Source: an optimization exercise on an open RTL-to-GDS flow (aim: small area, a short achievable clock period and few clock cycles per item). Production flows keep margins and buffers that such runs may drop.
At most, simulation tests tie the RTL to the original design; equivalence was not proved.
Power and IR drop assume default switching activity.

==> inputs of run A <==
Design CompMul, start of the top module:
module CompMul(
	input [31:0] Multiplicand_input,
	input [31:0] Multiplier_input,
	input run,
	input rst,
	input clk,
	output ready,
	output [63:0] Product_output
	);
==> flow/config.mk <==
export PLATFORM = sky130hd
export DESIGN_NAME = CompMul
export DESIGN_NICKNAME = CompMul
export VERILOG_FILES = /design/flow/design.v
export SDC_FILE = /design/flow/constraint.sdc
export NUM_CORES = 4
export LEC_CHECK = 0
export CAP_MARGIN = 20
export CORE_MARGIN = 2
export CORE_UTILIZATION = 40
export CTS_BUF_LIST = sky130_fd_sc_hd__clkbuf_16
export CTS_CLUSTER_DIAMETER = 300
export CTS_CLUSTER_SIZE = 40
export SLEW_MARGIN = 20
export SYNTH_HIERARCHICAL = 1
export SYNTH_MINIMUM_KEEP_SIZE = 0
==> flow/constraint.sdc <==
create_clock -name core_clock -period 10.0 [get_ports {clk}]
set_input_delay 2.0000 -clock core_clock [delete_from_list [all_inputs] [get_ports {clk}]]
set_output_delay 2.0000 -clock core_clock [all_outputs]
set_load 0.01 [all_outputs]
standard.sh (not shown) runs the stock make flow with config.mk's settings and CLKGATE_MAP_FILE= SYNTH_SCRIPT=/design/flow/synth_recipe.tcl, a recipe that flattens the netlist after the stock synthesis.
==> flow/flow/run.sh <==
#!/bin/bash
# Own layout flow: the standard layout (standard.sh), with two changes:
#  - the port buffers that buffer_ports inserts are of the cell named in flow/knobs
#    (PORT_BUF) instead of the default pick;
#  - repair_timing aims for the setup margin named in flow/knobs (SETUP_MARGIN).
# Each make run writes its full output to a log file in this folder; ORFS's own
# per-step logs stay under orfs/logs/.
set -euo pipefail
source flow/knobs
bash standard.sh \
  "BUFFER_PORTS_ARGS=-buffer_cell $PORT_BUF" \
  "SETUP_SLACK_MARGIN=$SETUP_MARGIN" \
  finish > make_finish.log 2>&1
==> flow/flow/knobs <==
PORT_BUF=sky130_fd_sc_hd__buf_1
SETUP_MARGIN=6.85
==> run Z: changes against run A <==
--- a/flow/design.v
+++ b/flow/design.v
@@ -10,31 +10,32 @@
 	reg [31:0] M;         
 	reg [31:0] PL;        
 	reg [32:0] S;         
 	reg [32:0] C;         
 	reg [7:0] LC;        
 	reg CF;               
 	reg [3:0] ONE, TWO, NEG;    
+	reg [3:0] ONEn, TWOn, NEGn;    
 	reg LAST;             
 	reg T31;              
 	reg iter, fin, done;
 	reg [1:0] cnt;
 	wire idle = ~(iter | fin | done);
 	assign ready = done;
 	assign Product_output = {S[31:0], PL};
 	wire [9:0] lo_sum2 = {1'b0, PL[31:24], 1'b1} + {1'b0, LC, CF};
 	wire [8:0] lo_sum = lo_sum2[9:1];
 	wire lo_cout = lo_sum[8];
 	wire [40:0] fin_sum2 = {S[31:0], PL[31:24], 1'b1} + {C[31:0], LC, CF};
 	wire [31:0] hi_sum = fin_sum2[40:9];
 	wire [7:0] fin_lo = fin_sum2[8:1];
-	wire [33:0] r0 = {~NEG[0], {33{NEG[0]}} ^ (({33{ONE[0]}} & {1'b0, M}) | ({33{TWO[0]}} & {M, 1'b0}))};
-	wire [33:0] r1 = {~NEG[1], {33{NEG[1]}} ^ (({33{ONE[1]}} & {1'b0, M}) | ({33{TWO[1]}} & {M, 1'b0}))};
-	wire [33:0] r2 = {~NEG[2], {33{NEG[2]}} ^ (({33{ONE[2]}} & {1'b0, M}) | ({33{TWO[2]}} & {M, 1'b0}))};
-	wire [33:0] r3 = {~NEG[3], {33{NEG[3]}} ^ (({33{ONE[3]}} & {1'b0, M}) | ({33{TWO[3]}} & {M, 1'b0}))};
+	wire [33:0] r0 = {NEGn[0], ~({16{NEGn[0]}} ^ (~({16{ONEn[0]}} | ~{1'b0, M[31:17]}) | ~({16{TWOn[0]}} | ~M[31:16]))), {17{NEG[0]}} ^ (({17{ONE[0]}} & M[16:0]) | ({17{TWO[0]}} & {M[15:0], 1'b0}))};
+	wire [33:0] r1 = {NEGn[1], ~({16{NEGn[1]}} ^ (~({16{ONEn[1]}} | ~{1'b0, M[31:17]}) | ~({16{TWOn[1]}} | ~M[31:16]))), {17{NEG[1]}} ^ (({17{ONE[1]}} & M[16:0]) | ({17{TWO[1]}} & {M[15:0], 1'b0}))};
+	wire [33:0] r2 = {NEGn[2], ~({16{NEGn[2]}} ^ (~({16{ONEn[2]}} | ~{1'b0, M[31:17]}) | ~({16{TWOn[2]}} | ~M[31:16]))), {17{NEG[2]}} ^ (({17{ONE[2]}} & M[16:0]) | ({17{TWO[2]}} & {M[15:0], 1'b0}))};
+	wire [33:0] r3 = {NEGn[3], ~({16{NEGn[3]}} ^ (~({16{ONEn[3]}} | ~{1'b0, M[31:17]}) | ~({16{TWOn[3]}} | ~M[31:16]))), {17{NEG[3]}} ^ (({17{ONE[3]}} & M[16:0]) | ({17{TWO[3]}} & {M[15:0], 1'b0}))};
 	wire [31:0] lr = M & {32{T31}};
 	wire hs0, hc0;
 	HA u_hs0 (.a(C[6]), .b(S[6]), .s(hs0), .co(hc0));
 	wire hs1, hc1;
 	HA u_hs1 (.a(C[7]), .b(S[7]), .s(hs1), .co(hc1));
 	wire fs0, fc0;
 	FA u_fs0 (.a(C[8]), .b(S[8]), .c(lr[0]), .s(fs0), .co(fc0));
@@ -455,14 +456,17 @@
 		end
 	end
 	always @(posedge clk) begin
 		M <= Multiplicand_input;
 		ONE <= {dn3[1] ^ dn3[0], dn2[1] ^ dn2[0], dn1[1] ^ dn1[0], dn0[1] ^ dn0[0]};
 		TWO <= {(dn3[2] & ~dn3[1] & ~dn3[0]) | (~dn3[2] & dn3[1] & dn3[0]), (dn2[2] & ~dn2[1] & ~dn2[0]) | (~dn2[2] & dn2[1] & dn2[0]), (dn1[2] & ~dn1[1] & ~dn1[0]) | (~dn1[2] & dn1[1] & dn1[0]), (dn0[2] & ~dn0[1] & ~dn0[0]) | (~dn0[2] & dn0[1] & dn0[0])};
 		NEG <= {dn3[2] & ~(dn3[1] & dn3[0]), dn2[2] & ~(dn2[1] & dn2[0]), dn1[2] & ~(dn1[1] & dn1[0]), dn0[2] & ~(dn0[1] & dn0[0])};
+		ONEn <= ~{dn3[1] ^ dn3[0], dn2[1] ^ dn2[0], dn1[1] ^ dn1[0], dn0[1] ^ dn0[0]};
+		TWOn <= ~{(dn3[2] & ~dn3[1] & ~dn3[0]) | (~dn3[2] & dn3[1] & dn3[0]), (dn2[2] & ~dn2[1] & ~dn2[0]) | (~dn2[2] & dn2[1] & dn2[0]), (dn1[2] & ~dn1[1] & ~dn1[0]) | (~dn1[2] & dn1[1] & dn1[0]), (dn0[2] & ~dn0[1] & ~dn0[0]) | (~dn0[2] & dn0[1] & dn0[0])};
+		NEGn <= ~{dn3[2] & ~(dn3[1] & dn3[0]), dn2[2] & ~(dn2[1] & dn2[0]), dn1[2] & ~(dn1[1] & dn1[0]), dn0[2] & ~(dn0[1] & dn0[0])};
 		LAST <= iter & (cnt == 2'd2);
 		T31 <= iter & (cnt == 2'd2) & PL[15];
 		if (iter) begin
 			S <= TS[40:8];
 			C <= TC[40:8];
 			LC <= TC[7:0];
 			CF <= lo_cout;
==> flow/flow/knobs (replaced) <==
PORT_BUF=sky130_fd_sc_hd__buf_1
SETUP_MARGIN=7.0
==> qor summary <==
| metric | run A | run Z |
|---|---|---|
| Proportion of power drawn by the clock network | 25.8% | 23.9% |
| Combinational fraction of design power | 40.8% | 42.3% |
| Post-Synth XOR/XNOR Area | 10.6% | 10.2% |
| Run status | timing/DRC/antenna clean | timing/DRC/antenna clean |
| Worst path arrival time | 1130 ps | 1020 ps |
| Tap cell count | 448 | 455 |
| Multi-input gate area in the final layout | 9530 sq um | 9700 sq um |
| Worst Hold Endpoint | cnt[0]$_DFFE_PP0P_ | done$_DFFE_PP0P_ |
| DR WL met3 | 2650 microns | 2460 microns |
| Core box area | 33500 sq um | 34500 sq um |
| Cell Rows | 67 | 68 |
| Met3 track utilization from global routing | 4.88% | 4.50% |
| Final estimated routing congestion in global placement | 0.970 | 0.904 |
| Floorplan die area | 35500 sq um | 36500 sq um |
| Clock group | 674 uW | 661 uW |
| Fraction of standard cell area in multi-input logic | 63.6% | 61.0% |
Testbench counts of run A, summed over its fixed seeds: cycles 14,400, items 2,400.
For run Z, only the layout was checked, not whether the RTL still works.

-- static timing again, ports no longer ideal --
Ports are ideal in the flow. The routed layouts listed here were re-timed in OpenROAD. Step 1 assumes that a clkbuf_16 drives the clock port and a buf_2 every other input. Step 2 moves the port delays by t, midway between the first and last clock arrival at a register: inputs arrive t later, outputs are due t later. That takes back most of the time a late clock gives input paths. Three values: ideal, step 1, step 2; two values: the first two.
run	t, ns	setup WS [ns]	hold slack, ns	worst slew at a driven data input, ns
run A	0.514	6.872 / 6.816 / 6.906	0.527 / 0.527 / 0.527	0.06
run Z	0.498	6.984 / 6.932 / 6.759	0.527 / 0.527 / 0.527	0.06
After both steps setup and hold are still met in every run listed. The setup slack of run Z, which loses most, moves by -0.052 ns with the drivers and by -0.225 ns with both steps.
